Source: an optimization exercise on an open RTL-to-GDS flow (aim: small area and a short achievable clock period). Production flows keep margins and buffers that such runs may drop.
Where RTL was checked, it was by simulation tests only, not by an equivalence proof against the original.
For runs 4 to 6, only the layout was checked, not whether the RTL still works.
No activity file was given, so power comes from the tool's default toggle rates.

==> flow/design.v <==
package core_package;
typedef enum logic [3:0] {
    fetch, 
    decode,  
    execute,
    memory,
    WB,
    stall,
    flush
} state;
typedef enum logic [6:0] {
        OPCODE_LOAD     = 7'b00000_11,
        OPCODE_MISC_MEM = 7'b00011_11, 
        OPCODE_OP_IMM   = 7'b00100_11,  
        OPCODE_AUIPC    = 7'b00101_11, 
        OPCODE_STORE    = 7'b01000_11, 
        OPCODE_OP       = 7'b01100_11, 
        OPCODE_LUI      = 7'b01101_11, 
        OPCODE_BRANCH   = 7'b11000_11, 
        OPCODE_JALR     = 7'b11001_11, 
        OPCODE_JAL      = 7'b11011_11, 
        OPCODE_SYSTEM   = 7'b11100_11
    } opcode_e;
typedef enum {
        INSTR_TYPE_R,
        INSTR_TYPE_I,
        INSTR_TYPE_S,
        INSTR_TYPE_B,
        INSTR_TYPE_U,
        INSTR_TYPE_J,
        INSTR_TYPE_SYSTEM,
        INSTR_TYPE_UNKNOWN
} instr_type_e;
typedef enum {
        ALU_ADD,
        ALU_SUB,
        ALU_XOR,
        ALU_OR,
        ALU_AND,
        ALU_SLL,
        ALU_SLT,
        ALU_SLTU,
        ALU_SRA,
        ALU_SRL,
        ALU_JALR,
        ALU_EQ,
        ALU_NE,
        ALU_LT,
        ALU_LTU,
        ALU_GE,
        ALU_GEU
    } alu_op_e;
typedef enum logic[2:0] {
    LB  = 3'b000,
    LH  = 3'b001,
    LW  = 3'b010,
    LBU = 3'b100,
    LHU = 3'b101
} load_funct3_e;
typedef enum logic[2:0] {
    FENCE = 3'b000,
    FENCE_I = 3'b001
} misc_mem_funct3_e;
typedef enum logic[2:0] {
    ADDI = 3'b000,
    SLTI = 3'b010,
    SLTIU = 3'b011,
    XORI = 3'b100,
    ORI = 3'b110,
    ANDI = 3'b111,
    SLLI = 3'b001,
    SR_LA_I = 3'b101
} op_imm_funct3_e;
typedef enum logic[2:0] {
    SB = 3'b000,
    SH = 3'b001,
    SW = 3'b010
} store_funct3_e;
typedef enum logic[2:0] {
    ADD_SUB = 3'b000,
    SLL = 3'b001,
    SLT = 3'b010,
    SLTU = 3'b011,
    XOR = 3'b100,
    SR_LA = 3'b101,
    OR = 3'b110,
    AND = 3'b111
} op_funct3_e;
typedef enum logic[2:0] {
    BEQ = 3'b000,
    BNE = 3'b001,
    BLT = 3'b100,
    BGE = 3'b101,
    BLTU = 3'b110,
    BGEU = 3'b111
} branch_funct3_e;
typedef enum logic[2:0] {
    ECALL_EBREAK = 3'b000,
    CSRRW = 3'b001,
    CSRRS = 3'b010,
    CSRRC = 3'b011,
    CSRRWI = 3'b101,
    CSRRSI = 3'b110,
    CSRRCI = 3'b111
} system_funct3_e;
typedef enum logic [2:0] {
    MUL = 3'b000,
    MULH = 3'b001,
    MULHSU = 3'b010,
    MULHU = 3'b011,
    DIV = 3'b100,
    DIVU = 3'b101,
    REM = 3'b110,
    REMU = 3'b111
} md_funct3_e;
typedef enum logic [1:0]{
    u_mode = 2'b00,
    s_mode = 2'b01,
    h_mode = 2'b10,
    m_mode = 2'b11
} machine_mode_e;
typedef enum logic [11:0] {
    cycle = 12'hC00,
    utime = 12'hC01,
    instret = 12'hC02,
    cycleh = 12'hC80,
    timeh = 12'hC81,
    instreth = 12'hC82,
    sstatus = 12'h100,
    sie = 12'h104,
    stvec = 12'h105,
    scounteren = 12'h106,
    senvcfg = 12'h10A,
    sscratch = 12'h140,
    sepc = 12'h141,
    scause = 12'h142,
    stval = 12'h143,
    sip = 12'h144,
    satp = 12'h180,
    scontext = 12'h5A8,
    mvenderid = 12'hF11,
    marchid = 12'hF12,
    mimpid = 12'hF13,
    mhartid = 12'hF14,
    mconfigptr = 12'hF15,
    mstatus = 12'h300,
    misa = 12'h301,
    medeleg = 12'h302,
    mideleg = 12'h303,
    mie = 12'h304,
    mtvec = 12'h305,
    mcounteren = 12'h306,
    mstatush = 12'h310,
    mscratch = 12'h340,
    mepc = 12'h341,
    mcause = 12'h342,
    mtval = 12'h343,
    mip = 12'h344,
    mtinst = 12'h34A,
    mtval2 = 12'h34B,
    menvcfg = 12'h30A,
    menvcfgh = 12'h31A,
    mseccfg = 12'h747,
    mseccfgh = 12'h757,
    pmpcfg_start = 12'h3A0,
    pmpaddr_start = 12'h3B0,
    mcycle = 12'hB00,
    minstret = 12'hB02,
    mcycleh = 12'hB80,
    minstreth = 12'hB81,
    mcountinhibit = 12'h120,
    tselect = 12'h7A0,
    tdata1 = 12'h7A1,
    tdata2 = 12'h7A2,
    tdata3 = 12'h7A3,
    mcontext = 12'h7A8,
    dcsr = 12'h7B0,
    dpc = 12'h7B1,
    dscratch = 12'h7B2,
    dscratch1 = 12'h7B3,
    SM_RET = 12'b000_00010,
    WFI  = 12'b000_00101
} csr_e;
typedef enum logic [1:0] { 
    off = 2'b00,
    nondirty_claen_someOn = 2'b01,
    nonDirty_someClean = 2'b10,
    come_dirty = 2'b11
} csr_mstatus_XS_e;
typedef enum { 
    SD=31,
    TSR=22,
    TW=21,
    TVM=20,
    MXR=19,      
    SUM=18,
    MPRV=17,     
    MPP1=12,     
    MPP0=11,
    SPP=8,       
    MPIE=7,      
    UBE=6,
    SPIE=5,      
    MIE=3,       
    SIE=1        
} mstatus_field_e;
typedef enum { 
    MBE=5,       
    SBE=4        
 } mstatush_field_e;
typedef enum { 
    MEIP = 11,   
    SEIP = 9,    
    MTIP = 7,    
    STIP = 5,    
    MSIP = 3,    
    SSIP = 1     
} mip_field_e;
typedef enum { 
    MEIE = 11,   
    SEIE = 9,    
    MTIE = 7,    
    STIE = 5,    
    MSIE = 3,    
    SSIE = 1     
} mie_field_e;
typedef enum logic [7:0]{
    s_s_interrupt = 1,
    m_s_interrupt = 3,
    s_t_interrupt = 5,
    m_t_interrupt = 7,
    s_e_interrupt = 9,
    m_e_interrupt = 11
} mcause_interrupt_e;
typedef enum logic [7:0] {
    instruction_address_missaligmened = 0,
    instruction_access_fault = 1,
    illegal_instruction = 2,
    breakpoint = 3,
    load_address_misaligned = 4,
    load_access_fault = 5,
    store_address_misaligned = 6,
    store_access_fault = 7,
    environment_call_from_u_mode = 8,
    environment_call_from_s_mode = 9,
    environment_call_from_m_mode = 11,
    instruction_page_fault = 12,
    load_page_fault = 13,
    store_page_fault = 15
} mcause_nonInterrupt_e;
typedef enum logic [1:0] {
    Direct = 0,
    Vectored = 1
} mtvec_mode_e;
typedef enum {
    CY=0,
    TM=1,
    IR=2,
    HPM3=3
} mcounteren_field_e;
typedef enum {
    A=0,
    I=8,
    S=18,
    U=20
} misa_e;
endpackage
import core_package::*;
module ALU_pre (
    input   logic [4:0]     op_i,
    input   logic [31:0]    a_i,
    input   logic [31:0]    b_i,
    output  logic [31:0]    p_o,
    output  logic [31:0]    g_o,
    output  logic [3:0]     sel_o
);
    logic is_add, is_sub, is_xor, is_or, is_and, is_sll, is_sra, is_srl;
    logic is_jalr, is_eq, is_ne, is_cmp, is_scmp, is_lt, is_shr, is_sh;
    logic neg, arith, kx, kn;
    always_comb begin
        is_add  = op_i == 5'd0;
        is_sub  = op_i == 5'd1;
        is_xor  = op_i == 5'd2;
        is_or   = op_i == 5'd3;
        is_and  = op_i == 5'd4;
        is_sll  = op_i == 5'd5;
        is_sra  = op_i == 5'd8;
        is_srl  = op_i == 5'd9;
        is_jalr = op_i == 5'd10;
        is_eq   = op_i == 5'd11;
        is_ne   = op_i == 5'd12;
        is_cmp  = (op_i == 5'd6) | (op_i == 5'd7) | (op_i == 5'd13) |
                  (op_i == 5'd14) | (op_i == 5'd15) | (op_i == 5'd16);
        is_scmp = (op_i == 5'd6) | (op_i == 5'd13) | (op_i == 5'd15);
        is_lt   = (op_i == 5'd6) | (op_i == 5'd7) | (op_i == 5'd13) | (op_i == 5'd14);
        is_shr  = is_sra | is_srl;
        is_sh   = is_shr | is_sll;
        neg     = is_sub | is_cmp | is_eq | is_ne;
        arith   = is_add | is_jalr | is_sub | is_cmp;
        kx      = arith | is_xor | is_or | is_eq | is_ne;
        kn      = is_or | is_and;
    end
    logic [31:0] x, n, m, a_rev;
    assign x = a_i ^ b_i;
    assign n = a_i & b_i;
    assign m = a_i & ~b_i;
    always_comb for (int i = 0; i < 32; i++) a_rev[i] = a_i[31-i];
    logic big;
    assign big = |b_i[31:5];
    always_comb begin
        p_o = ({32{kx}}     & (x ^ {32{neg}})) |
              ({32{kn}}     & n) |
              ({32{is_shr}} & a_i) |
              ({32{is_sll}} & a_rev);
        for (int i = 0; i < 32; i++)
            g_o[i] = a_i[i] & (b_i[i] ? (is_add | is_jalr) : (is_sub | is_cmp));
        if (is_scmp) g_o[31] = ~a_i[31] & b_i[31];
        if (is_jalr) p_o[0] = 1'b0;
        if (is_sub)  p_o[0] = x[0];
        if (is_cmp)  p_o[0] = is_lt;
        if (is_eq)   p_o[0] = 1'b0;
        if (is_ne)   p_o[0] = 1'b1;
        if (is_sub | is_cmp) g_o[0] = a_i[0] | ~b_i[0];
        if (is_eq | is_ne)   g_o[0] = ~x[0];
        if (is_sh)   g_o[5:0] = {is_sra, b_i[4:0] | {5{big}}};   
        sel_o = {is_sll & ~big, is_sra | (is_srl & ~big), is_cmp | is_eq | is_ne,
                 ~(is_sh | is_cmp | is_eq | is_ne)};
    end
endmodule
module ALU (
    input   logic [31:0]    p_i,
    input   logic [31:0]    g_i,
    input   logic [3:0]     sel_i,
    output  logic [31:0]    result_o
);
    logic [31:0] c;             
    ALU_carry u_carry (
        .p_i (p_i),
        .g_i (g_i),
        .c_o (c)
    );
    logic [31:0] sr;
    ALU_shift u_shift (
        .a_i    (p_i),
        .amt_i  (g_i[4:0]),
        .fill_i (g_i[5] & p_i[31]),
        .r_o    (sr)
    );
    ALU_select u_select (
        .p_i      (p_i),
        .c_i      (c),
        .sr_i     (sr),
        .sel_i    (sel_i),
        .result_o (result_o)
    );
endmodule
module ALU_select (
    input   logic [31:0]    p_i,
    input   logic [31:0]    c_i,
    input   logic [31:0]    sr_i,
    input   logic [3:0]     sel_i,
    output  logic [31:0]    result_o
);
    logic sel_sll, sel_shr, sel_cmp, sel_add;
    assign {sel_sll, sel_shr, sel_cmp, sel_add} = sel_i;
    logic [31:0] other, r0, r1;
    always_comb begin
        for (int i = 0; i < 32; i++)
            other[i] = (sel_shr & sr_i[i]) | (sel_sll & sr_i[31-i]);
        r0 = other | ({32{sel_add}} & p_i);
        r1 = other | ({32{sel_add}} & ~p_i);
        r0[0] = other[0] | ((sel_add | sel_cmp) & p_i[0]);
        r1[0] = other[0] | (sel_add & p_i[0]) | (sel_cmp & ~p_i[0]);
        for (int i = 0; i < 32; i++) result_o[i] = c_i[i] ? r1[i] : r0[i];
    end
endmodule
module ALU_carry (
    input   logic [31:0]    p_i,
    input   logic [31:0]    g_i,
    output  logic [31:0]    c_o
);
    logic [31:0] gl [0:5];
    logic [31:0] pl [0:5];
    always_comb begin
        gl[0] = g_i;
        pl[0] = {p_i[31:1], 1'b0};
        for (int l = 0; l < 5; l++) begin
            for (int i = 0; i < 32; i++) begin
                if ((i >> l) & 1) begin
                    gl[l+1][i] = gl[l][i] | (pl[l][i] & gl[l][((i >> l) << l) - 1]);
                    pl[l+1][i] = pl[l][i] & pl[l][((i >> l) << l) - 1];
                end else begin
                    gl[l+1][i] = gl[l][i];
                    pl[l+1][i] = pl[l][i];
                end
            end
        end
        c_o = {gl[5][30:0], gl[5][31]};
    end
endmodule
module ALU_shift (
    input   logic [31:0]    a_i,
    input   logic [4:0]     amt_i,
    input   logic           fill_i,
    output  logic [31:0]    r_o
);
    assign r_o = 32'($signed({fill_i, a_i}) >>> amt_i);
endmodule
module alu_stage (
    input   logic           clk,
    input   logic [4:0]     op,
    input   logic [31:0]    a,
    input   logic [31:0]    b,
    output  logic [31:0]    y
);
    logic [31:0] p_d, g_d, p_q, g_q;
    logic [3:0]  sel_d, sel_q;
    logic [31:0] result;
    ALU_pre u_pre (
        .op_i  (op),
        .a_i   (a),
        .b_i   (b),
        .p_o   (p_d),
        .g_o   (g_d),
        .sel_o (sel_d)
    );
    always_ff @(posedge clk) begin
        p_q   <= p_d;
        g_q   <= g_d;
        sel_q <= sel_d;
        y     <= result;
    end
    ALU u_alu (
        .p_i      (p_q),
        .g_i      (g_q),
        .sel_i    (sel_q),
        .result_o (result)
    );
endmodule
==> flow/flow/run.sh <==
#!/bin/bash
# Standard layout, with plain buffers (instead of the delay cells that
# buffer_ports picks by default) on the input and output ports.
set -euo pipefail
bash standard.sh BUFFER_PORTS_ARGS="-buffer_cell sky130_fd_sc_hd__buf_2" finish > standard_make.log 2>&1
==> flow/standard.sh <==
#!/bin/bash
# synth_recipe.tcl (not shown) runs the flow's synth.tcl, then flattens the netlist and writes it again
# the make line also repeats each setting of config.mk as NAME=value (left out here)
make -C /OpenROAD-flow-scripts/flow DESIGN_CONFIG=/design/flow/config.mk WORK_HOME=/design/flow/orfs CLKGATE_MAP_FILE= SYNTH_SCRIPT=/design/flow/synth_recipe.tcl "${@:-finish}"
==> flow/config.mk <==
export PLATFORM = sky130hd
export DESIGN_NAME = alu_stage
export DESIGN_NICKNAME = alu_stage
export VERILOG_FILES = /design/flow/design.v
export SDC_FILE = /design/flow/constraint.sdc
export NUM_CORES = 4
export LEC_CHECK = 0
export ABC_AREA = 1
export CAP_MARGIN = 20
export CORE_MARGIN = 2
export CORE_UTILIZATION = 40
export SETUP_SLACK_MARGIN = 3.0
export SLEW_MARGIN = 20
export TNS_END_PERCENT = 100
==> flow/constraint.sdc <==
create_clock -name core_clock -period 5.0 [get_ports {clk}]
set_input_delay 1.0000 -clock core_clock [delete_from_list [all_inputs] [get_ports {clk}]]
set_output_delay 1.0000 -clock core_clock [all_outputs]
set_load 0.01 [all_outputs]
==> summary.txt, run 1 <==
* Outcome: finished clean
* Routed metal-1 wirelength at between 10,000 and 15,000 um
* Largest net degree at the start of global routing at 35
* Setup TNS at 0 ns
* Reg area at 2021 sq um
* Synthesis-to-finish area growth at 22.67%
* Multi-input logic area at 5146 sq um
* Later-pin clock latency in the skew report at 0.37 ns
* Crit path max fanout at 8
* Die area at 20,160 sq um
* Layout fillers at between 1,500 and 2,000
* Max-slew violation count at 0
* Static Leak at between 4 and 5 nW
* Final min period at 1.975 ns
* Vias at 8,963
* Overall Power at 2.680 mW
* Cell Area, Synth at about 7600 sq um
* Die Y at 142.0 um
* Hold Vio Cnt, Final at 0
* Synth area leader: dfxtp_1
* Max-cap viol count at 0
* Routed len/inst at 18.32 um
* Crit path DAT at 2.26 ns
* Worst Setup Start Kind: input port
* Crit path capture type: flip-flop
* Hold crit path type: flip-flop to flip-flop
* Starting Density at 40.72%
* TritonRoute pass-1 iters at 5
* Synth top cells by count: 289 x nand2_1, 276 x nand3_1, 108 x inv_1
* Fin util at 49.95%
* TritonCTS clock tree: built
* Met3 Wirelength at ~2300 um
* I/O Pins at 102
* EDFF count, synth at 0
* Layout cells sized above 1 at 19.92%
* Routability cong. at 0.9553
* Synth Area in Simple Gates at 37.50%
* Setup CP Type: input port to flip-flop
* Seq cells post-synth at 100
* Synthesized area per cell at ~6.3 sq um
* XOR/XNOR Fraction of Synth Area at 0%
* Uppermost routed layer: met4
* Most frequent cell after synthesis: nand2_1
* Final Setup Violations at 0
* Seq/Total Area, Yosys at a little over a quarter
* Mux contribution to synthesized area at 0%
* Adder-cell share of the synthesized area at 5.585%
* Total DRC errors in the routed layout at 0
* Iter 0 DRT Violations at 843
* Async SR Flop Fraction at 0%
* Largest family of logic cells by synthesized area: simple AND/OR/NAND/NOR gates
* Reg clk slew, reported paths at 0.08 ns
* Initial antenna violation count at 0
* Main synth FF type: dfxtp_1
* Vias/cell at 5.786
* Slew headroom at 57.87%
* Cts hold-fix bufs at 0
* Tcrit/Tclk final at roughly 40%
* Netlist cell types at 42
* CTS Buffer Depth at 2
* Die W at 142.0 um
* Met2 WL at 12,800 um
* H-tree depth at 3
* Number of diodes at 0
* Std-Cell Core Area at 18,710 sq um
* Clk sink count at 100
* Final #Nets at 1,414
* Worst-margin pin slew at 0.6320 ns
* Fmax at 506.3 MHz
* Number of global-route vias before repair at 7,804
* Syn Inst Count at between 1,000 and 1,500
* Layout Skew at 0.01253 ns
* Routed Antenna Nets at 0
* FP Rows at 50
* Global-route wire length before repair at 41,630 um
* Mapped Nets at ~1,300
* Root buf cell: clkbuf_16
* Gr ovfl total at 0
* Area share of the largest cell type after synthesis at between 20% and 30%
* Peak VDD IR at between 0.15 and 0.2 mV
* RSZ-0062 raised after global routing: true
* Total Routed Length at 28,370 um
* # port buffers at 101
* GR Util All Layers at 26.46%
* CP Data Required Time at ~5.3 ns
* Total CTS buffers at 9
* Largest cells by area after synthesis: dfxtp_1 26%, nand3_1 18%, nand2_1 14%
* Complex-gate fraction of the synthesized area at approximately a fifth
* Post-DP HPWL at 20,140 um
* Yosys Warn Count at 6
* Cell Pwr Density at 286.8 nW/um^2
-- cell families after synthesis --
logic type,after synthesis
simple gates,639
compound gates,256
buf+inv,186
flops,100
fa+ha+maj,34
-- what timing repair did --
| action | in CTS | in global routing |
|---|---|---|
| endpoints found under the hold margin | 0 | 0 |
| buffers inserted | 8 | 19 |
| gates cloned | 4 | 7 |
| gates resized for setup | 37 | 95 |
| setup endpoints to repair | 75 | 93 |
| pin swaps | 3 | 12 |
-- where the power goes --
| part | switching [mW] | internal, mW |
|---|---|---|
| sequential | 0.0989 | 0.897 |
| clock | 0.341 | 0.398 |
| combinational | 0.611 | 0.335 |
| total | 1.05 | 1.63 |
-- cells in the final DEF, fill, tap and decap left out, types with 4 or more instances in the layout --
cell type   synthesis  routed
o211ai_1           25      25
nor2_4              0       6
nor2_1             40      31
nand3_2             5      14
a21oi_1            73      69
a221oi_2           10      10
o22ai_1            11      11
clkbuf_16           0      11
nand2_2             9      20
a22oi_1            15      14
inv_2              11       6
nand2_4             1       6
o21ai_0            56      55
o21ai_1            41      39
dfxtp_4             0       4
nand2_1           289     274
inv_4               1       4
buf_4               1      25
nand4_1             8       8
nand3_1           276     266
clkinvlp_4          0       6
ha_1               34      34
buf_6               2      10
dfxtp_1           100      93
inv_8               0       4
inv_1             108     105
buf_12              0       5
buf_2              29      96
a21oi_2             2       5
a221oi_1            7       7
-- cell type report --
class	count	share of cell area, %
Clock inverter	5	0.7365
Sequential cell	100	21.63
Multi-Input combinational cell	931	55.08
Timing Repair inverter	6	0.6294
Clock buffer	11	2.491
Timing Repair Buffer	140	10.47
Inverter	122	5.838
Tap cell	234	3.133
-- worst max-delay path: stages --
cell	delay [ns]
buf_6	0.12
inv_8	0.07
nand3_4	0.08
nor3_4	0.27
nand3b_1	0.28
bufinv_16	0.24
o2111ai_4	0.19
-- registers in the layout, indices dropped and copies added, names as in the netlist --
name   flops
g_q       32
p_q       32
y         32
sel_q      4
-- path summary, 6_finish.rpt --
check,slack [ns],startpoint,depth (start not counted),end
max,3.02,op[4],7,p_q[28]$_DFF_P_
min,0.61,p_q[19]$_DFF_P_,3,y[19]$_DFF_P_
max reg2reg,3.14,g_q[2]$_DFF_P_,9,y[27]$_DFF_P_
min reg2reg,0.61,p_q[19]$_DFF_P_,3,y[19]$_DFF_P_
-- per-layer routing --
layer / global-route usage [%] / up-vias
li1: - / 4398
met1: 38.18 / 4051
met2: 40.99 / 457
met3: 2.658 / 57
met4: 9.421 / 0
met5: 0 / -
-- metrics by stage --
stage / hold WS, ns / instances / area, sq um / setup WS (ns)
floorplan: 0.4939 / 1215 / 7635 / 3.004
global placement: 0.5975 / 1495 / 8198 / 2.118
detailed placement: 0.6001 / 1495 / 8198 / 2.132
CTS: 0.6195 / 1523 / 8750 / 2.889
global route: 0.6702 / 1549 / 9344 / 2.949
finish: 0.6141 / 1549 / 9344 / 3.025
==> run 2: changes to the inputs <==
--- a/flow/config.mk
+++ b/flow/config.mk
@@ -8,7 +8,7 @@
 export ABC_AREA = 1
 export CAP_MARGIN = 20
 export CORE_MARGIN = 2
-export CORE_UTILIZATION = 40
+export CORE_UTILIZATION = 30
 export SETUP_SLACK_MARGIN = 3.0
 export SLEW_MARGIN = 20
 export TNS_END_PERCENT = 100
==> summary.txt, run 2 <==
* Outcome: finished clean
* Vias/cell at 5.464 (-5.6%)
* Setup CP Type: input port to flip-flop
* TritonCTS clock tree: built
* Netlist cell types at 42 (unchanged)
* Clk sink count at 100 (unchanged)
* Largest cells by area after synthesis: dfxtp_1 26%, nand3_1 18%, nand2_1 14%
* Non-filler cells, final at 1,658 (+7.0%)
* Root buf cell: clkbuf_16
* Mux contribution to synthesized area at 0% (unchanged)
* Placed cells at 1,590 (+6.4%)
* Hold Crit Endpoint: y[15]$_DFF_P_
* Pre-CTS WS at 1.526 ns (-0.6064 ns)
* Tcrit/Tclk final at 40.38% (+0.87 points)
* Synth Area in Simple Gates at 37.50% (unchanged)
* I/O Pins at 102 (unchanged)
* Max-cap viol count at 0 (unchanged)
* Routed Antenna Nets at 0 (unchanged)
* Peak VDD IR at 0.1514 mV (-17%)
* XOR/XNOR Fraction of Synth Area at 0% (unchanged)
* Initial antenna violation count at 2 (+2)
* Total DRC errors in the routed layout at 0 (unchanged)
* GR Util All Layers at 21.11% (-5.4 points)
* Biggest regs: g_q x32, p_q x32, y x32
* Die Y at 163.3 um (+15%)
* Total Routed Length at 29,380 um (+3.5%)
* Later-pin clock latency in the skew report at 0.36 ns (about the same)
* Commonest non-fill, non-tap cell in the layout: nand2_1
* TritonRoute pass-1 iters at 6 (+1)
* Seq/Total Area, Yosys at 26.28% (unchanged)
* Hold crit path type: flip-flop to flip-flop
* Crit-path slowest cell: nand3b_1
* Area share of the largest cell type after synthesis at 26.28% (unchanged)
* Die W at 163.3 um (+15%)
* Synthesized area per cell at 6.269 sq um (unchanged)
* FP Rows at 58 (+16%)
* Cell Area, Placed at 8310 sq um (+1.4%)
* H-tree depth at 3 (unchanged)
* R2R setup slack at 3.09 ns (-0.05 ns)
* Final #Nets at 1,426 (+0.85%)
* Syn Inst Count at 1,215 (unchanged)
* Most frequent cells in the layout: 278 x nand2_1, 265 x nand3_1, 106 x inv_1
* Global-route wire length before repair at 43,580 um (+4.7%)
* Main synth FF type: dfxtp_1
* Synthesis-to-finish area growth at 24.66%
* Fin util at 37.93% (-12 points)
* CP Data Required Time at 5.27 ns (about the same)
* Cts hold-fix bufs at 0 (unchanged)
* R2R Path Start: g_q[1]$_DFF_P_
* Overall Power at 2.623 mW (-2.1%)
* Setup TNS at 0 ns (unchanged)
* Crit path capture type: flip-flop
* Yosys Warn Count at 6 (unchanged)
* Total CTS buffers at 9 (unchanged)
* Crit path DAT at 2.29 ns (+0.03 ns)
* Worst path cell trace: buf_4 > inv_4 > nand3_4 > nor3_4 > nand3b_1 > bufinv_16 > o2111ai_1
* Complex-gate fraction of the synthesized area at 20.71% (unchanged)
* Layout cells sized above 1 at 20.27% (+0.35 points)
* Routed len/inst at 17.72 um (-3.3%)
* Die area at 26,680 sq um (+32%)
* FF-to-FF End: y[25]$_DFF_P_
* Design Area, Final at 9495 sq um (+1.6%)
* Synth area leader: dfxtp_1
* Worst hold margin at 0.6397 ns (+0.02559 ns)
* Routability cong. at 0.8801 (-7.9%)
* Worst Hold Launch: p_q[15]$_DFF_P_
* Iter 0 DRT Violations at 958 (+14%)
* Largest net degree at the start of global routing at 55 (+57%)
* Reg clk slew, reported paths at 0.08 ns (about the same)
* Adder-cell share of the synthesized area at 5.585% (unchanged)
* # port buffers at 101 (unchanged)
* R2R depth at 15 (+6)
* Max-slew violation count at 0 (unchanged)
* Synth top cells by count: 289 x nand2_1, 276 x nand3_1, 108 x inv_1
* Final min period at 2.019 ns (+0.04370 ns)
* Starting Density at 30.42% (-10 points)
* Mapped Nets at 1,319 (unchanged)
* Final worst setup slack at 2.981 ns (-0.04370 ns)
* Std-Cell Core Area at 25,040 sq um (+34%)
* RSZ-0062 raised after global routing: true
* CTS Buffer Depth at 2 (unchanged)
* Final Setup Violations at 0 (unchanged)
* Largest family of logic cells by synthesized area: simple AND/OR/NAND/NOR gates
* Gr ovfl total at 0 (unchanged)
* Slew headroom at 59.88% (+2.0 points)
* Seq cells post-synth at 100 (unchanged)
* Static Leak at 4.493 nW (+1.2%)
* Worst-margin pin slew at 0.6018 ns (-0.03017 ns)
* EDFF count, synth at 0 (unchanged)
* Most frequent cell after synthesis: nand2_1
* Crit path max fanout at 8 (unchanged)
* Fmax at 495.3 MHz (-2.2%)
* Async SR Flop Fraction at 0% (unchanged)
* Number of global-route vias before repair at 7,909 (+1.3%)
* Cell Pwr Density at 276.2 nW/um^2 (-3.7%)
* Worst Setup Start Kind: input port
* Layout fillers at 2,733 (+41%)
* Hold depth at 3 (unchanged)
* Hold Vio Cnt, Final at 0 (unchanged)
* Vias at 9,059 (+1.1%)
* Crit-path max cell delay at 0.27 ns (about the same)
* Layout Skew at 0.01733 ns (+0.004800 ns)
* Post-DP HPWL at 21,140 um (+4.9%)
* Cell Area, Synth at 7617 sq um (unchanged)
==> run 2: cell type report <==
class                           instances  area [sq um]  area share (%)
Multi-Input combinational cell        932          5172           54.47
Timing Repair Buffer                  152          1030           10.84
Inverter                              122         543.0           5.719
Tap cell                              330         412.9           4.348
Clock buffer                           11         232.7           2.451
Antenna cell                            1         2.502         0.02635
Timing Repair inverter                  5         41.29          0.4348
Sequential cell                       100          2016           21.23
Clock inverter                          5         45.04          0.4744
==> run 2: worst max path at each step <==
stage | from | endpoint | cells after the start
6_report | op[1] | p_q[28]$_DFF_P_ | 7
5_1_grt | op[1] | p_q[28]$_DFF_P_ | 7
4_1_cts | op[3] | g_q[31]$_DFF_P_ | 10
3_5_place_dp | op[2] | p_q[0]$_SDFF_PN1_ | 12
3_3_place_gp | op[1] | p_q[0]$_SDFF_PN1_ | 13
2_1_floorplan | op[4] | p_q[28]$_DFF_P_ | 7
==> run 2: critical path, delay by kind of cell <==
| family | cells | cell delay (ns) |
|---|---|---|
| AOI/OAI and AO/OA | 1 | 0.19 |
| buffers and inverters | 3 | 0.47 |
| and+or+nand+nor | 3 | 0.63 |
==> run 2: routing by layer <==
metal	vias to the layer above	share of wire, %	track usage, %
met5	-	0.024	0
met4	2	3.0	6.758
met3	67	8.3	3.276
met2	437	42	30.88
met1	4131	47	31.33
li1	4422	-	-
==> run 2: logic make-up after synthesis <==
logic type / count (synthesis)
buffers and inverters: 186
flip-flops: 100
AO/OA/AOI/OAI: 256
adder cells (fa/ha/maj): 34
AND/OR/NAND/NOR: 639
==> run 2: power breakdown <==
part           total [mW]  internal [mW]  leakage (nW)  switching, mW
sequential          0.999          0.897         0.833          0.102
combinational       0.948          0.336          3.53          0.612
clock               0.676          0.346         0.132          0.330
==> run 2: timing repair <==
item	in CTS	in global routing
endpoints found under the setup margin	99	75
pin swaps	5	11
resized for setup	45	78
gates cloned	5	6
setup buffers	14	26
==> run 3: changes to the inputs <==
--- a/flow/config.mk
+++ b/flow/config.mk
@@ -6,9 +6,9 @@
 export NUM_CORES = 4
 export LEC_CHECK = 0
 export ABC_AREA = 1
-export CAP_MARGIN = 20
+export CAP_MARGIN = 0
 export CORE_MARGIN = 2
-export CORE_UTILIZATION = 30
+export CORE_UTILIZATION = 40
 export SETUP_SLACK_MARGIN = 3.0
-export SLEW_MARGIN = 20
+export SLEW_MARGIN = 0
 export TNS_END_PERCENT = 100
==> summary.txt, run 3 <==
* Total Routed Length at 28,390 um (-3.4%)
* Hold crit path type: flip-flop to flip-flop
* Crit path max fanout at 10 (+2)
* Comb power frac at 35.3% (-0.8 points)
* Die area at 20,160 sq um (-24%)
* Layout cells sized above 1 at 19.70% (-0.58 points)
* Vias/cell at 5.770 (+5.6%)
* # port buffers at 101 (unchanged)
* Global-route wire length before repair at 41,630 um (-4.5%)
* Reg area at 2018 sq um (+0.12%)
* Sw Share at 39.13% (-0.69 points)
* Initial antenna violation count at 0 (-2)
* CTS Buffer Depth at 2 (unchanged)
* Area share of the largest cell type after synthesis at 26.28% (unchanged)
* Cts hold-fix bufs at 0 (unchanged)
* Starting Density at 40.72% (+10 points)
* Fmax at 506.7 MHz (+2.3%)
* Main synth FF type: dfxtp_1
* Synth top cells by count: 289 x nand2_1, 276 x nand3_1, 108 x inv_1
* Cell Area, Synth at 7617 sq um (unchanged)
* TritonRoute pass-1 iters at 5 (-1)
* Synth area leader: dfxtp_1
* Worst Setup Start Kind: input port
* Root buf cell: clkbuf_16
* Gr ovfl total at 0 (unchanged)
* Seq cells post-synth at 100 (unchanged)
* Psw at 1.048 mW (+0.34%)
* Die W at 142.0 um (-13%)
* Pint at 1.630 mW (+3.3%)
* Seq/Total Area, Yosys at 26.28% (unchanged)
* Peak VDD IR at 0.1833 mV (+21%)
* GR Util All Layers at 26.46% (+5.4 points)
* Commonest non-fill, non-tap cell in the layout: nand2_1
* Netlist cell types at 42 (unchanged)
* Routability cong. at 0.9553 (+8.5%)
* Largest family of logic cells by synthesized area: simple AND/OR/NAND/NOR gates
* Worst-margin pin slew at 1.169 ns (+0.5677 ns)
* Post-DP HPWL at 20,140 um (-4.7%)
* Biggest regs: g_q x32, p_q x32, y x32
* Layout fillers at 1,947 (-29%)
* Number of global-route vias before repair at 7,804 (-1.3%)
* Routed len/inst at 18.33 um (+3.4%)
* Reg clk slew, reported paths at 0.08 ns (about the same)
* Crit. Startpoint: op[4]
* Vias at 8,938 (-1.3%)
* Yosys Warn Count at 6 (unchanged)
* Max-slew violation count at 0 (unchanged)
* Synthesis-to-finish area growth at 22.63%
* Synthesized area per cell at 6.269 sq um (unchanged)
* Crit path DAT at 2.23 ns (-0.06 ns)
* Outcome: finished clean
* Setup TNS at 0 ns (unchanged)
* Multi-input logic area at 5144 sq um (-0.56%)
* R2R Path Start: g_q[1]$_DFF_P_
* Routed Antenna Nets at 0 (unchanged)
* Complex-gate fraction of the synthesized area at 20.71% (unchanged)
* Static Leak at 4.440 nW (-1.2%)
* Final Setup Violations at 0 (unchanged)
* Largest net degree at the start of global routing at 35 (-36%)
* Setup CP Type: input port to flip-flop
* EDFF count, synth at 0 (unchanged)
* Number of diodes at 0 (-1)
* Clk sink count at 100 (unchanged)
* Part of the power in the clock network at 27.5% (+1.7 points)
* Cell Pwr Density at 286.7 nW/um^2 (+3.8%)
* Most frequent cell after synthesis: nand2_1
* Mapped Nets at 1,319 (unchanged)
* Std-Cell Core Area at 18,710 sq um (-25%)
* Tcrit/Tclk final at 39.47% (-0.91 points)
* TritonCTS clock tree: built
* Async SR Flop Fraction at 0% (unchanged)
* XOR/XNOR Fraction of Synth Area at 0% (unchanged)
* Mux contribution to synthesized area at 0% (unchanged)
* Worst hold margin at 0.6260 ns (-0.01367 ns)
* Final min period at 1.974 ns (-0.04542 ns)
* Total CTS buffers at 9 (unchanged)
* Adder-cell share of the synthesized area at 5.585% (unchanged)
* Hold Vio Cnt, Final at 0 (unchanged)
* Crit path capture type: flip-flop
* CP Data Required Time at 5.26 ns (about the same)
* H-tree depth at 3 (unchanged)
* Total DRC errors in the routed layout at 0 (unchanged)
* FP Rows at 50 (-14%)
* Iter 0 DRT Violations at 830 (-13%)
* Most frequent cells in the layout: 275 x nand2_1, 266 x nand3_1, 105 x inv_1
* Synth Area in Simple Gates at 37.50% (unchanged)
* Syn Inst Count at 1,215 (unchanged)
* RSZ-0062 raised after global routing: true
* Largest cells by area after synthesis: dfxtp_1 26%, nand3_1 18%, nand2_1 14%
* Worst Hold Launch: p_q[19]$_DFF_P_
* Later-pin clock latency in the skew report at 0.37 ns (about the same)
* Reg power frac at 37.2% (-0.9 points)
* Slew headroom at 21.93% (-38 points)
* Die Y at 142.0 um (-13%)
* I/O Pins at 102 (unchanged)
* Max-cap viol count at 0 (unchanged)
* Final #Nets at 1,414 (-0.84%)
* Layout Skew at 0.01329 ns (-0.004037 ns)
==> run 3: power groups by stage <==
stage	sequential [mW]	clock, mW	combinational, mW
finish	0.995	0.737	0.946
global route	1.01	0.771	1.04
CTS	1.00	0.745	0.847
detailed placement	1.02	0	0.818
global placement	1.02	0	0.815
floorplan	0.991	0	0.553
==> run 3: path summary, 6_finish.rpt <==
check,cells after the start,slack [ns],end
setup / recovery,10,3.03,g_q[31]$_DFF_P_
hold / removal,3,0.63,y[19]$_DFF_P_
setup reg to reg,16,3.14,y[19]$_DFF_P_
hold reg to reg,3,0.63,y[19]$_DFF_P_
==> run 3: cell families after synthesis <==
kind of cell             count (synthesis)
AO/OA/AOI/OAI                          256
AND/OR/NAND/NOR                        639
flip-flops                             100
buffers and inverters                  186
adder cells (fa/ha/maj)                 34
==> run 3: per-stage QoR <==
step	cells	total power [mW]	worst slack, ns	cell area, sq um	utilization, %
after floorplan	1215	1.544	3.004	7635	-
final	1549	2.678	3.026	9341	49.94
after global placement	1495	1.831	2.118	8198	43.83
after detailed placement	1495	1.834	2.132	8198	43.83
after global routing	1549	2.820	2.949	9341	49.94
after CTS	1523	2.592	2.889	8750	46.78
==> run 3: repair_timing <==
| action | in CTS | in global routing |
|---|---|---|
| resized for setup | 37 | 96 |
| buffers inserted | 8 | 19 |
| cloned | 4 | 7 |
| setup endpoints to repair | 75 | 95 |
| pin swaps | 3 | 12 |
==> run 3: worst max-delay path: stages <==
cell	delay [ns]
buf_6	0.12
inv_8	0.07
nand3_4	0.08
nor3_4	0.27
buf_4	0.17
nor2_4	0.04
buf_8	0.15
nand2_1	0.06
o2111ai_1	0.09
o21ai_1	0.18
==> run 3: metal layers <==
layer | global-route usage (%) | wire length [um] | share of wire, %
met1 | 38.18 | 12550 | 44
met2 | 40.99 | 12790 | 45
met5 | 0 | 0 | 0
met4 | 9.421 | 824 | 2.9
met3 | 2.658 | 2221 | 7.8
==> run 3: final cells by class <==
| cell class | instances | area share, % |
|---|---|---|
| tap | 234 | 3.134 |
| clock buffer | 11 | 2.491 |
| timing repair inverter | 6 | 0.6295 |
| inverter | 122 | 5.867 |
| clock inverter | 5 | 0.7367 |
| sequential | 100 | 21.60 |
| multi-input combinational | 931 | 55.06 |
| timing repair buffer | 140 | 10.47 |
==> run 4: changes to the inputs <==
--- a/flow/design.v
+++ b/flow/design.v
@@ -322,7 +322,7 @@
         if (is_ne)   p_o[0] = 1'b1;
         if (is_sub | is_cmp) g_o[0] = a_i[0] | ~b_i[0];
         if (is_eq | is_ne)   g_o[0] = ~x[0];
-        if (is_sh)   g_o[5:0] = {is_sra, b_i[4:0] | {5{big}}};   
+        if (is_sh)   g_o[5:0] = {is_sra & a_i[31], b_i[4:0] | {5{big}}};   
         sel_o = {is_sll & ~big, is_sra | (is_srl & ~big), is_cmp | is_eq | is_ne,
                  ~(is_sh | is_cmp | is_eq | is_ne)};
     end
@@ -343,7 +343,7 @@
     ALU_shift u_shift (
         .a_i    (p_i),
         .amt_i  (g_i[4:0]),
-        .fill_i (g_i[5] & p_i[31]),
+        .fill_i (g_i[5]),
         .r_o    (sr)
     );
     ALU_select u_select (
--- a/flow/config.mk
+++ b/flow/config.mk
@@ -6,9 +6,9 @@
 export NUM_CORES = 4
 export LEC_CHECK = 0
 export ABC_AREA = 1
-export CAP_MARGIN = 0
+export CAP_MARGIN = 20
 export CORE_MARGIN = 2
 export CORE_UTILIZATION = 40
 export SETUP_SLACK_MARGIN = 3.0
-export SLEW_MARGIN = 0
+export SLEW_MARGIN = 20
 export TNS_END_PERCENT = 100
==> summary.txt, run 4 <==
* Crit path capture type: flip-flop
* Async SR Flop Fraction at 0% (unchanged)
* Root buf cell: clkbuf_16
* Slew headroom at 57.14% (+35 points)
* Buf/Inv on CP at 4 (unchanged)
* Initial antenna violation count at 0 (unchanged)
* Seq/Total Area, Yosys at 26.55% (+0.27 points)
* Vias/cell at 5.796 (+0.45%)
* Met3 Wirelength at 2182 um (-1.8%)
* # port buffers at 101 (unchanged)
* Gr ovfl total at 0 (unchanged)
* Biggest regs: g_q x32, p_q x32, y x32
* Crit path DAT at 2.36 ns (+0.13 ns)
* Setup CP Type: input port to flip-flop
* Std-Cell Core Area at 18,580 sq um (-0.67%)
* Cell Pwr Density at 280.8 nW/um^2 (-2.1%)
* GR Util All Layers at 28.11% (+1.6 points)
* Die Y at 141.3 um (-0.49%)
* I/O Pins at 102 (unchanged)
* Routed Antenna Nets at 0 (unchanged)
* RSZ-0062 raised after global routing: true
* Synth top cells by count: 352 x nand2_1, 232 x nand3_1, 126 x inv_1
* Delay-heaviest family, CP: buffers and inverters
* CTS Buffer Depth at 2 (unchanged)
* Vias at 9,193 (+2.9%)
* Total Routed Length at 29,570 um (+4.2%)
* R2R depth at 15 (-1)
* Die area at 19,970 sq um (-0.97%)
* Synthesized area per cell at 6.077 sq um (-3.1%)
* TritonRoute pass-1 iters at 5 (unchanged)
* Max-slew violation count at 0 (unchanged)
* Final min period at 2.081 ns (+0.1075 ns)
* H-tree depth at 3 (unchanged)
* Fmax at 480.5 MHz (-5.2%)
* Crit-path max cell delay at 0.20 ns (-0.07 ns)
* Hold crit path type: flip-flop to flip-flop
* Final Setup Violations at 0 (unchanged)
* Synthesis-to-finish area growth at 27.23%
* Tcrit/Tclk final at 41.62% (+2.2 points)
* Worst Setup Start Kind: input port
* Crit-path slowest cell: nor2_4
* Met2 WL at 13,450 um (+5.2%)
* Capture point of the worst path: p_q[10]$_DFF_P_
* FP Rows at 50 (unchanged)
* Layout cells sized above 1 at 20.34% (+0.64 points)
* Outcome: finished clean
* Number of diodes at 0 (unchanged)
* Iter 0 DRT Violations at 885 (+6.6%)
* Most frequent cell after synthesis: nand2_1
* Peak VDD IR at 0.1649 mV (-10%)
* Starting Density at 40.59% (-0.14 points)
* Netlist cell types at 35 (-17%)
* TritonCTS clock tree: built
* Commonest non-fill, non-tap cell in the layout: nand2_1
* Reg clk slew, reported paths at 0.08 ns (about the same)
* Final #Nets at 1,452 (+2.7%)
* Setup TNS at 0 ns (unchanged)
* Uppermost routed layer: met4
* Worst hold margin at 0.5989 ns (-0.02713 ns)
* Clk sink count at 100 (unchanged)
* Yosys Warn Count at 6 (unchanged)
* Cell Area, Synth at 7541 sq um (-1.0%)
* Crit. Startpoint: op[3]
* Max-cap viol count at 0 (unchanged)
* Largest net degree at the start of global routing at 35 (unchanged)
* Static Leak at 4.664 nW (+5.1%)
* Worst-margin pin slew at 0.6430 ns (-0.5265 ns)
* Syn Inst Count at 1,241 (+2.1%)
* Fin util at 51.64% (+1.7 points)
* Total CTS buffers at 9 (unchanged)
* R2R setup slack at 3.08 ns (-0.06 ns)
* Worst path cell trace: buf_12 > nor2_4 > nand3_2 > nand2_2 > nor2_4 > buf_12 > nand3_4 > clkinvlp_4 > buf_12 > o21ai_0
* Hold depth at 3 (unchanged)
* Cts hold-fix bufs at 0 (unchanged)
* FF-to-FF End: y[21]$_DFF_P_
* Most frequent CP cell: buf_12
* Total DRC errors in the routed layout at 0 (unchanged)
* Layout Skew at 0.01347 ns (+0.0001819 ns)
* Crit path max fanout at 8 (-2)
* Post-DP HPWL at 19,970 um (-0.86%)
* Synth area leader: dfxtp_1
* EDFF count, synth at 0 (unchanged)
* Routability cong. at 0.9291 (-2.7%)
* CP Data Required Time at 5.28 ns (+0.02 ns)
* Later-pin clock latency in the skew report at 0.36 ns (about the same)
* Most frequent cells in the layout: 342 x nand2_1, 223 x nand3_1, 115 x inv_1
* Critical path depth at 10 (unchanged)
* Die W at 141.3 um (-0.49%)
* R2R Path Start: g_q[1]$_DFF_P_
* Seq cells post-synth at 100 (unchanged)
* Routed metal-1 wirelength at 12,970 um (+3.3%)
* Hold Vio Cnt, Final at 0 (unchanged)
* Global-route wire length before repair at 44,300 um (+6.4%)
* Number of global-route vias before repair at 8,223 (+5.4%)
* Area share of the largest cell type after synthesis at 26.55% (+0.27 points)
* Mapped Nets at 1,345 (+2.0%)
* Routed len/inst at 18.65 um (+1.7%)
* Main synth FF type: dfxtp_1
* Largest cells by area after synthesis: dfxtp_1 27%, nand2_1 18%, nand3_1 15%
==> run 4: worst min-delay path, cell delays in order, from the launching register on <==
cell and delay [ns]:
dfxtp_1 0.36, nand2_1 0.08, nand3_1 0.06, nand2_1 0.07
==> run 4: cell families after synthesis <==
group	after synthesis	share of synthesized area [%]
and+or+nand+nor	647	36.92
AOI/OAI and AO/OA	266	20.62
buffers and inverters	194	10.27
DFF	100	26.55
adders and majority gates	34	5.641
==> run 4: timing repair <==
item | CTS | global route
endpoints found under the setup margin | 97 | 77
pin swaps | 9 | 20
hold endpoints to repair | 0 | 0
gates cloned | 7 | 3
resized for setup | 65 | 138
setup buffers | 21 | 18
==> run 4: worst min path at each step <==
stage / startpoint / end / slack (ns)
6_report: p_q[31]$_DFF_P_ / y[31]$_DFF_P_ / 0.60
5_1_grt: sel_q[1]$_DFF_P_ / y[0]$_DFF_P_ / 0.65
4_1_cts: p_q[31]$_DFF_P_ / y[31]$_DFF_P_ / 0.61
3_5_place_dp: sel_q[1]$_DFF_P_ / y[0]$_DFF_P_ / 0.60
3_3_place_gp: p_q[31]$_DFF_P_ / y[31]$_DFF_P_ / 0.60
2_1_floorplan: p_q[23]$_DFF_P_ / y[23]$_DFF_P_ / 0.49
==> run 4: where the power goes <==
group          switching [mW]  total (mW)  internal, mW  leakage [nW]
combinational           0.644        1.02         0.371          3.70
clock                   0.339       0.692         0.353         0.129
sequential             0.0895       0.986         0.897         0.834
==> run 4: cell type report <==
type                       instances  area [sq um]
clock inverter                     4         32.53
clock buffer                      11         242.7
timing repair inverter             3         22.52
tap                              234         292.8
fill                            1890          8986
sequential                       100          2014
timing repair buffer             155          1264
inverter                         130         524.3
multi-input combinational        949          5201
==> run 4: layer usage <==
layer / track usage, % / up-vias
met1: 39.03 / 4264
met2: 44.99 / 416
met3: 3.949 / 57
li1: - / 4456
met5: 0 / -
met4: 9.368 / 0
==> run 4: per-stage QoR <==
step / setup WS, ns / area [sq um] / std cells / power, mW
3_3_place_gp: 1.836 / 8170 / 1522 / 1.844
3_5_place_dp: 1.763 / 8170 / 1522 / 1.847
2_1_floorplan: 2.933 / 7621 / 1241 / 1.553
5_1_grt: 2.893 / 9594 / 1586 / 2.839
4_1_cts: 3.009 / 9001 / 1565 / 2.597
6_report: 2.919 / 9594 / 1586 / 2.694
==> run 5: changes to the inputs <==
--- a/flow/design.v
+++ b/flow/design.v
@@ -322,7 +322,7 @@
         if (is_ne)   p_o[0] = 1'b1;
         if (is_sub | is_cmp) g_o[0] = a_i[0] | ~b_i[0];
         if (is_eq | is_ne)   g_o[0] = ~x[0];
-        if (is_sh)   g_o[5:0] = {is_sra & a_i[31], b_i[4:0] | {5{big}}};   
+        if (is_sh)   g_o[5:0] = {is_sra, b_i[4:0] | {5{big}}};   
         sel_o = {is_sll & ~big, is_sra | (is_srl & ~big), is_cmp | is_eq | is_ne,
                  ~(is_sh | is_cmp | is_eq | is_ne)};
     end
@@ -343,7 +343,7 @@
     ALU_shift u_shift (
         .a_i    (p_i),
         .amt_i  (g_i[4:0]),
-        .fill_i (g_i[5]),
+        .fill_i (g_i[5] & p_i[31]),
         .r_o    (sr)
     );
     ALU_select u_select (
@@ -379,23 +379,34 @@
     input   logic [31:0]    g_i,
     output  logic [31:0]    c_o
 );
-    logic [31:0] gl [0:5];
-    logic [31:0] pl [0:5];
+    logic [31:0] gl [0:9];
+    logic [31:0] pl [0:9];
     always_comb begin
         gl[0] = g_i;
         pl[0] = {p_i[31:1], 1'b0};
         for (int l = 0; l < 5; l++) begin
             for (int i = 0; i < 32; i++) begin
-                if ((i >> l) & 1) begin
-                    gl[l+1][i] = gl[l][i] | (pl[l][i] & gl[l][((i >> l) << l) - 1]);
-                    pl[l+1][i] = pl[l][i] & pl[l][((i >> l) << l) - 1];
+                if ((i % (2 << l)) == (2 << l) - 1) begin
+                    gl[l+1][i] = gl[l][i] | (pl[l][i] & gl[l][i - (1 << l)]);
+                    pl[l+1][i] = pl[l][i] & pl[l][i - (1 << l)];
                 end else begin
                     gl[l+1][i] = gl[l][i];
                     pl[l+1][i] = pl[l][i];
                 end
             end
         end
-        c_o = {gl[5][30:0], gl[5][31]};
+        for (int l = 3; l >= 0; l--) begin
+            for (int i = 0; i < 32; i++) begin
+                if ((i % (2 << l)) == (1 << l) - 1 && i >= (2 << l)) begin
+                    gl[9-l][i] = gl[8-l][i] | (pl[8-l][i] & gl[8-l][i - (1 << l)]);
+                    pl[9-l][i] = pl[8-l][i] & pl[8-l][i - (1 << l)];
+                end else begin
+                    gl[9-l][i] = gl[8-l][i];
+                    pl[9-l][i] = pl[8-l][i];
+                end
+            end
+        end
+        c_o = {gl[9][30:0], gl[9][31]};
     end
 endmodule
 module ALU_shift (
==> summary.txt, run 5 <==
* CTS Buffer Depth at 2 (unchanged)
* Biggest regs: g_q x32, p_q x32, y x32
* Main synth FF type: dfxtp_1
* Hold crit path type: flip-flop to flip-flop
* Total Routed Length at 28,300 um (-4.3%)
* Worst Hold Launch: g_q[14]$_DFF_P_
* Iter 0 DRT Violations at 777 (-12%)
* Final #Nets at 1,373 (-5.4%)
* Delay-heaviest family, CP: simple AND/OR/NAND/NOR gates
* GR Util All Layers at 26.89% (-1.2 points)
* Seq/Total Area, Yosys at 27.46% (+0.91 points)
* Max-cap viol count at 0 (unchanged)
* Area share of the largest cell type after synthesis at 27.46% (+0.91 points)
* Die area at 19,320 sq um (-3.2%)
* Non-filler cells, final at 1,503 (-5.2%)
* Reg power frac at 34.3% (-2.3 points)
* Psw at 1.104 mW (+2.9%)
* Final min period at 2.116 ns (+0.03476 ns)
* Max-slew violation count at 0 (unchanged)
* Crit. Startpoint: op[1]
* Comb power frac at 38.0% (+0.3 points)
* RSZ-0062 raised after global routing: true
* Number of global-route vias before repair at 7,557 (-8.1%)
* EDFF count, synth at 0 (unchanged)
* Vias/cell at 5.810 (+0.24%)
* Seq cells post-synth at 100 (unchanged)
* Setup TNS at 0 ns (unchanged)
* R2R setup slack at 3.07 ns (about the same)
* Global-route wire length before repair at 41,410 um (-6.5%)
* Synthesized area per cell at 6.412 sq um (+5.5%)
* Fmax at 472.6 MHz (-1.6%)
* Synthesis-to-finish area growth at 37.57%
* Starting Density at 40.73% (+0.14 points)
* Worst Setup Start Kind: input port
* Vias at 8,733 (-5.0%)
* Synth top cells by count: 255 x nand2_1, 169 x nand3_1, 121 x o21ai_0
* Crit-path max cell delay at 0.29 ns (+0.09 ns)
* Root buf cell: clkbuf_16
* Part of the power in the clock network at 27.7% (+2.0 points)
* Worst path cell trace: buf_12 > inv_8 > nand2_8 > clkinvlp_4 > nand3_4 > nand2_4 > nor2_4 > clkinv_4 > nor2_2 > o41ai_2
* Std-Cell Core Area at 17,900 sq um (-3.6%)
* Hold Vio Cnt, Final at 0 (unchanged)
* Routed len/inst at 18.83 um (+0.96%)
* Worst-margin pin slew at 0.7463 ns (+0.1034 ns)
* Overall Power at 2.880 mW (+6.9%)
* Static Leak at 4.571 nW (-2.0%)
* Layout cells sized above 1 at 29.67% (+9.3 points)
* Tcrit/Tclk final at 42.32% (+0.70 points)
* Syn Inst Count at 1,137 (-8.4%)
* Commonest non-fill, non-tap cell in the layout: nand2_1
* Die W at 139.0 um (-1.6%)
* Reg clk slew, reported paths at 0.08 ns (about the same)
* Clk sink count at 100 (unchanged)
* Number of diodes at 0 (unchanged)
* Async SR Flop Fraction at 0% (unchanged)
* Die Y at 139.0 um (-1.6%)
* Cell Area, Synth at 7291 sq um (-3.3%)
* TritonCTS clock tree: built
* Total DRC errors in the routed layout at 0 (unchanged)
* I/O Pins at 102 (unchanged)
* Final Setup Violations at 0 (unchanged)
* Most frequent cells in the layout: 231 x nand2_1, 138 x nand3_1, 101 x inv_1
* Crit path DAT at 2.34 ns (-0.02 ns)
* Post-DP HPWL at 18,410 um (-7.8%)
* CP Data Required Time at 5.22 ns (-0.06 ns)
* Pint at 1.776 mW (+9.6%)
* # port buffers at 101 (unchanged)
* Layout fillers at 1,718 (-9.1%)
* Netlist cell types at 47 (+34%)
* Synth area leader: dfxtp_1
* TritonRoute pass-1 iters at 5 (unchanged)
* Total CTS buffers at 9 (unchanged)
* Later-pin clock latency in the skew report at 0.36 ns (about the same)
* Crit path capture type: flip-flop
* Placed cells at 1,414 (-7.1%)
* Worst hold margin at 0.5446 ns (-0.05426 ns)
* Design Area, Final at 10,030 sq um (+4.5%)
* Routed Antenna Nets at 0 (unchanged)
* Routability cong. at 0.9327 (+0.39%)
* Mapped Nets at 1,241 (-7.7%)
* Yosys Warn Count at 6 (unchanged)
* FP Rows at 49 (-2.0%)
* Peak VDD IR at 0.1800 mV (+9.2%)
* Slew headroom at 50.19% (-6.9 points)
* Cell Pwr Density at 287.2 nW/um^2 (+2.3%)
* Buf/Inv on CP at 4 (unchanged)
* Most frequent cell after synthesis: nand2_1
* Crit-path slowest cell: nor2_4
* Sw Share at 38.33% (-1.5 points)
* R2R Path Start: g_q[0]$_DFF_P_
* Layout Skew at 0.007959 ns (-0.005515 ns)
* Largest net degree at the start of global routing at 37 (+5.7%)
* Outcome: finished clean
* Initial antenna violation count at 0 (unchanged)
* Cell Area, Placed at 7914 sq um (-3.1%)
* H-tree depth at 3 (unchanged)
* Crit path max fanout at 7 (-1)
* Setup CP Type: input port to flip-flop
* Largest cells by area after synthesis: dfxtp_1 27%, nand2_1 13%, nand3_1 12%
* Gr ovfl total at 0 (unchanged)
[run 5: final cells by class]
cell class              count  area (sq um)  share of cell area (%)
multi-input cells         861          5483                   54.67
flip-flops and latches    100          2012                   20.06
repair buffers            174          1359                   13.55
inverters                 120         535.5                   5.339
well taps                 229         286.5                   2.857
clock buffers              10         239.0                   2.383
clock inverters             6         93.84                  0.9356
repair inverters            3         21.27                  0.2121
[run 5: worst reg2reg max path, delay by kind of cell, from the launching register on]
kind / cells / cell delay, ns
buf+inv: 1 / 0.14
flops: 1 / 0.44
simple gates: 18 / 1.31
[run 5: worst paths after layout]
| path | cells past startpoint | to |
|---|---|---|
| worst max-delay path | 10 | g_q[31]$_DFF_P_ |
| worst min-delay path | 2 | y[15]$_DFF_P_ |
| worst max register to register | 19 | y[31]$_DFF_P_ |
| worst min register to register | 2 | y[15]$_DFF_P_ |
[run 5: metal layers]
metal	global-route usage, %	share of wire (%)	up-vias
met4	10.95	4.2	0
met5	0	0	-
met2	41.43	45	423
met1	37.61	43	4011
met3	4.178	7.8	75
li1	-	-	4224
[run 5: cell families after synthesis]
group | after synthesis | share of synthesized area (%)
flip-flops | 100 | 27.46
AO/OA/AOI/OAI | 304 | 24.59
AND/OR/NAND/NOR | 511 | 30.99
multiplexers | 6 | 0.8238
buffers and inverters | 182 | 10.30
adder cells (fa/ha/maj) | 34 | 5.835
[run 5: stage by stage]
step,utilization [%],worst slack [ns]
after floorplan,-,2.991
after global placement,44.21,1.839
after detailed placement,44.21,1.765
after CTS,49.94,2.968
after global routing,56.02,2.843
final,56.02,2.884
[run 5: what timing repair did]
action                                  in CTS  in global routing
endpoints found under the setup margin      93                 74
hold buffers                                 0                  0
resized for setup                           91                187
gates cloned                                10                  5
setup buffers                               24                 34
pin swaps                                   16                 45
[run 5: power by group through the flow]
stage	Clock, mW	Combinational [mW]	Sequential, mW
2_1_floorplan	0	0.551	0.989
3_3_place_gp	0	0.818	0.992
3_5_place_dp	0	0.821	0.993
4_1_cts	0.813	0.919	0.977
5_1_grt	0.841	1.19	1.00
6_report	0.798	1.09	0.988
==> run 6: changes to the inputs <==
--- a/flow/design.v
+++ b/flow/design.v
@@ -276,7 +276,7 @@
 );
     logic is_add, is_sub, is_xor, is_or, is_and, is_sll, is_sra, is_srl;
     logic is_jalr, is_eq, is_ne, is_cmp, is_scmp, is_lt, is_shr, is_sh;
-    logic neg, arith, kx, kn;
+    logic neg, kx, kn;
     always_comb begin
         is_add  = op_i == 5'd0;
         is_sub  = op_i == 5'd1;
@@ -295,10 +295,19 @@
         is_lt   = (op_i == 5'd6) | (op_i == 5'd7) | (op_i == 5'd13) | (op_i == 5'd14);
         is_shr  = is_sra | is_srl;
         is_sh   = is_shr | is_sll;
-        neg     = is_sub | is_cmp | is_eq | is_ne;
-        arith   = is_add | is_jalr | is_sub | is_cmp;
-        kx      = arith | is_xor | is_or | is_eq | is_ne;
-        kn      = is_or | is_and;
+    end
+    logic [3:0] l;
+    logic       h;
+    logic       ksr, ksl, kg1, kg0;
+    assign {h, l} = op_i;
+    always_comb begin
+        neg = h | l[2] | (l[0] & ~l[1]) | (l[3] & l[0]);
+        kx  = h | ~(~l[1] & (l[3] ^ l[2]));
+        kn  = ~h & ~l[3] & ((~l[2] & l[1] & l[0]) | (l[2] & ~l[1] & ~l[0]));
+        ksr = l[3] & ~l[2] & ~l[1];
+        ksl = ~l[3] & l[2] & ~l[1] & l[0];
+        kg1 = ~h & ~l[0] & ~l[2] & (~l[1] | l[3]);
+        kg0 = h | (l[2] & l[1]) | (~l[1] & l[0]);
     end
     logic [31:0] x, n, m, a_rev;
     assign x = a_i ^ b_i;
@@ -308,12 +317,12 @@
     logic big;
     assign big = |b_i[31:5];
     always_comb begin
-        p_o = ({32{kx}}     & (x ^ {32{neg}})) |
-              ({32{kn}}     & n) |
-              ({32{is_shr}} & a_i) |
-              ({32{is_sll}} & a_rev);
+        p_o = ({32{kx}}  & (x ^ {32{neg}})) |
+              ({32{kn}}  & n) |
+              ({32{ksr}} & a_i) |
+              ({32{ksl}} & a_rev);
         for (int i = 0; i < 32; i++)
-            g_o[i] = a_i[i] & (b_i[i] ? (is_add | is_jalr) : (is_sub | is_cmp));
+            g_o[i] = a_i[i] & (b_i[i] ? kg1 : kg0);
         if (is_scmp) g_o[31] = ~a_i[31] & b_i[31];
         if (is_jalr) p_o[0] = 1'b0;
         if (is_sub)  p_o[0] = x[0];
@@ -324,7 +333,7 @@
         if (is_eq | is_ne)   g_o[0] = ~x[0];
         if (is_sh)   g_o[5:0] = {is_sra, b_i[4:0] | {5{big}}};   
         sel_o = {is_sll & ~big, is_sra | (is_srl & ~big), is_cmp | is_eq | is_ne,
-                 ~(is_sh | is_cmp | is_eq | is_ne)};
+                 is_add | is_sub | is_xor | is_or | is_and | is_jalr};
     end
 endmodule
 module ALU (
@@ -379,34 +388,23 @@
     input   logic [31:0]    g_i,
     output  logic [31:0]    c_o
 );
-    logic [31:0] gl [0:9];
-    logic [31:0] pl [0:9];
+    logic [31:0] gl [0:5];
+    logic [31:0] pl [0:5];
     always_comb begin
         gl[0] = g_i;
         pl[0] = {p_i[31:1], 1'b0};
         for (int l = 0; l < 5; l++) begin
             for (int i = 0; i < 32; i++) begin
-                if ((i % (2 << l)) == (2 << l) - 1) begin
-                    gl[l+1][i] = gl[l][i] | (pl[l][i] & gl[l][i - (1 << l)]);
-                    pl[l+1][i] = pl[l][i] & pl[l][i - (1 << l)];
+                if ((i >> l) & 1) begin
+                    gl[l+1][i] = gl[l][i] | (pl[l][i] & gl[l][((i >> l) << l) - 1]);
+                    pl[l+1][i] = pl[l][i] & pl[l][((i >> l) << l) - 1];
                 end else begin
                     gl[l+1][i] = gl[l][i];
                     pl[l+1][i] = pl[l][i];
                 end
             end
         end
-        for (int l = 3; l >= 0; l--) begin
-            for (int i = 0; i < 32; i++) begin
-                if ((i % (2 << l)) == (1 << l) - 1 && i >= (2 << l)) begin
-                    gl[9-l][i] = gl[8-l][i] | (pl[8-l][i] & gl[8-l][i - (1 << l)]);
-                    pl[9-l][i] = pl[8-l][i] & pl[8-l][i - (1 << l)];
-                end else begin
-                    gl[9-l][i] = gl[8-l][i];
-                    pl[9-l][i] = pl[8-l][i];
-                end
-            end
-        end
-        c_o = {gl[9][30:0], gl[9][31]};
+        c_o = {gl[5][30:0], gl[5][31]};
     end
 endmodule
 module ALU_shift (
==> summary.txt, run 6 <==
* Sw Share at 42.48% (+4.2 points)
* Multi-input logic area at 5939 sq um (+8.3%)
* Std-Cell Core Area at 20,230 sq um (+13%)
* I/O Pins at 102 (unchanged)
* Setup TNS at 0 ns (unchanged)
* Fmax at 505.4 MHz (+6.9%)
* Reg clk slew, reported paths at 0.08 ns (about the same)
* Crit path capture type: flip-flop
* Synthesis-to-finish area growth at 21.82%
* Die Y at 147.6 um (+6.2%)
* TritonRoute pass-1 iters at 5 (unchanged)
* Synth Area in Simple Gates at 49.46% (+18 points)
* Final Setup Violations at 0 (unchanged)
* Worst-margin pin slew at 0.7567 ns (+0.01035 ns)
* Seq/Total Area, Yosys at 24.26% (-3.2 points)
* Part of the power in the clock network at 26.8% (-0.9 points)
* Global-route wire length before repair at 47,820 um (+15%)
* Total Routed Length at 31,990 um (+13%)
* Mux contribution to synthesized area at 0% (-0.82 points)
* Most frequent cell after synthesis: nand2_1
* Worst path cell trace: clkbuf_4 > inv_2 > nand2_2 > o211ai_1 > buf_4 > buf_4 > o21ai_0 > a21oi_1
* Layout cells sized above 1 at 22.37% (-7.3 points)
* Max-slew violation count at 0 (unchanged)
* Slew headroom at 49.50% (-0.69 points)
* Number of global-route vias before repair at 8,809 (+17%)
* Peak VDD IR at 0.1458 mV (-19%)
* Routability cong. at 0.9584 (+2.8%)
* Most frequent cells in the layout: 398 x nand2_1, 322 x nand3_1, 98 x buf_2
* Comb power frac at 39.1% (+1.1 points)
* Area share of the largest cell type after synthesis at 24.26% (-3.2 points)
* Vias/cell at 5.718 (-1.6%)
* Crit. Startpoint: op[1]
* Psw at 1.255 mW (+14%)
* Netlist cell types at 39 (-17%)
* Crit path max fanout at 16 (+9)
* Initial antenna violation count at 0 (unchanged)
* Synthesized area per cell at 6.058 sq um (-5.5%)
* GR Util All Layers at 27.97% (+1.1 points)
* Gr ovfl total at 0 (unchanged)
* EDFF count, synth at 0 (unchanged)
* Routed len/inst at 18.57 um (-1.4%)
* Synth top cells by count: 404 x nand2_1, 348 x nand3_1, 100 x dfxtp_1
* Final #Nets at 1,556 (+13%)
* Main synth FF type: dfxtp_1
* Final min period at 1.978 ns (-0.1374 ns)
* RSZ-0062 raised after global routing: true
* Worst Setup Start Kind: input port
* Reg area at 2018 sq um (+0.31%)
* Async SR Flop Fraction at 0% (unchanged)
* Total DRC errors in the routed layout at 0 (unchanged)
* Static Leak at 4.818 nW (+5.4%)
* Synth area leader: dfxtp_1
* Setup CP Type: input port to flip-flop
* H-tree depth at 3 (unchanged)
* Yosys Warn Count at 6 (unchanged)
* Tcrit/Tclk final at 39.57% (-2.7 points)
* Largest cells by area after synthesis: dfxtp_1 24%, nand3_1 21%, nand2_1 18%
* CP Data Required Time at 5.29 ns (+0.07 ns)
* Mapped Nets at 1,470 (+18%)
* Biggest regs: g_q x32, p_q x32, y x32
* Layout fillers at 2,134 (+24%)
* Commonest non-fill, non-tap cell in the layout: nand2_1
* Delay-heaviest family, CP: buffers and inverters
* # port buffers at 101 (unchanged)
* Layout Skew at 0.01366 ns (+0.005700 ns)
* Cell Pwr Density at 294.0 nW/um^2 (+2.4%)
* Post-DP HPWL at 22,070 um (+20%)
* Overall Power at 2.955 mW (+2.6%)
* Fin util at 49.68% (-6.3 points)
* Later-pin clock latency in the skew report at 0.37 ns (about the same)
* TritonCTS clock tree: built
* R2R Path Start: g_q[3]$_DFF_P_
* Starting Density at 40.78% (+0.055 points)
* Seq cells post-synth at 100 (unchanged)
* Outcome: finished clean
* Number of diodes at 0 (unchanged)
* Worst hold margin at 0.5635 ns (+0.01883 ns)
* Adder-cell share of the synthesized area at 5.762% (-0.073 points)
* Complex-gate fraction of the synthesized area at 12.07% (-13 points)
* Max-cap viol count at 0 (unchanged)
* Worst Hold Launch: g_q[16]$_DFF_P_
* Crit path DAT at 2.27 ns (-0.07 ns)
* Largest net degree at the start of global routing at 63 (+70%)
* Hold Vio Cnt, Final at 0 (unchanged)
* FP Rows at 52 (+6.1%)
* Crit-path slowest cell: buf_4
* Vias at 9,852 (+13%)
* Clk sink count at 100 (unchanged)
* Reg power frac at 34.1% (-0.2 points)
* CTS Buffer Depth at 2 (unchanged)
* Die area at 21,790 sq um (+13%)
* Crit-path max cell delay at 0.24 ns (-0.05 ns)
* Pint at 1.700 mW (-4.3%)
* XOR/XNOR Fraction of Synth Area at 0% (unchanged)
* Total CTS buffers at 9 (unchanged)
* Largest family of logic cells by synthesized area: simple AND/OR/NAND/NOR gates
* Die W at 147.6 um (+6.2%)
* Iter 0 DRT Violations at 1,148 (+48%)
* Root buf cell: clkbuf_16
* Hold crit path type: flip-flop to flip-flop
* Syn Inst Count at 1,362 (+20%)
* Buf/Inv on CP at 4 (unchanged)
* Cell Area, Synth at 8252 sq um (+13%)
* Routed Antenna Nets at 0 (unchanged)
* Most frequent CP cell: buf_4
==> run 6: metrics by stage <==
step | instances | area (sq um) | setup slack [ns]
after floorplan | 1362 | 8409 | 3.006
after global placement | 1671 | 8936 | 1.959
after detailed placement | 1671 | 8936 | 1.904
after CTS | 1712 | 9638 | 2.956
after global routing | 1723 | 10050 | 2.932
final | 1723 | 10050 | 3.022
==> run 6: power groups by stage <==
| stage | registers [mW] | logic, mW | clock network, mW |
|---|---|---|---|
| 5_1_grt | 1.02 | 1.27 | 0.827 |
| 3_3_place_gp | 1.01 | 0.995 | 0 |
| 3_5_place_dp | 1.01 | 1.00 | 0 |
| 6_report | 1.01 | 1.16 | 0.791 |
| 4_1_cts | 0.997 | 1.07 | 0.797 |
| 2_1_floorplan | 0.972 | 0.733 | 0 |
==> run 6: final cells by class <==
type	instances	share of cell area, %
clock inverter	7	0.9709
tap	270	3.361
clock buffer	9	2.240
timing repair inverter	2	0.1494
multi-input combinational	1095	59.09
timing repair buffer	145	10.13
inverter	95	3.983
sequential	100	20.08
==> run 6: timing repair <==
action                                 CTS  global route
pin swaps                                6            10
hold buffers                             0             0
endpoints found under the hold margin    0             0
setup endpoints to repair               72            73
cloned                                   6             4
resized for setup                       31            77
buffers inserted                        19             7
==> run 6: logic make-up (layout without fill, tap and decap cells) <==
family	Yosys count	count (layout)
AOI/OAI and AO/OA	161	161
and+or+nand+nor	892	896
adders and majority gates	38	38
DFF	100	100
buffers and inverters	171	258
==> run 6: path summary, 6_finish.rpt <==
path | to | slack (ns) | depth (start not counted)
worst max register to register | y[17]$_DFF_P_ | 3.05 | 12
worst min-delay path | y[17]$_DFF_P_ | 0.56 | 4
worst max-delay path | g_q[14]$_DFF_P_ | 3.02 | 8
worst min register to register | y[17]$_DFF_P_ | 0.56 | 4
==> run 6: layer usage <==
| layer | GRT usage (%) | part of all wire [%] | routed length, um | up-vias |
|---|---|---|---|---|
| met5 | 0 | 0 | 0 | - |
| met4 | 12.26 | 4.6 | 1475 | 0 |
| met3 | 3.333 | 7.3 | 2348 | 95 |
| met2 | 44.23 | 45 | 14260 | 438 |
| met1 | 38.38 | 43 | 13900 | 4518 |
| li1 | - | - | - | 4801 |
==> run 6: worst min-delay path, stage by stage, from the launching register on <==
cell     delay, ns
dfxtp_1       0.32
inv_1         0.05
nand2_1       0.06
nand2_1       0.06
nand2_1       0.04

Re-timed with assumed drivers on the ports (clkbuf_16 on the clock, buf_2 on other inputs), run 6 has 3.044 ns of setup slack against 3.022 ns with ideal ports, and 2.636 ns once port delays also move by the mid clock arrival of 0.408 ns.
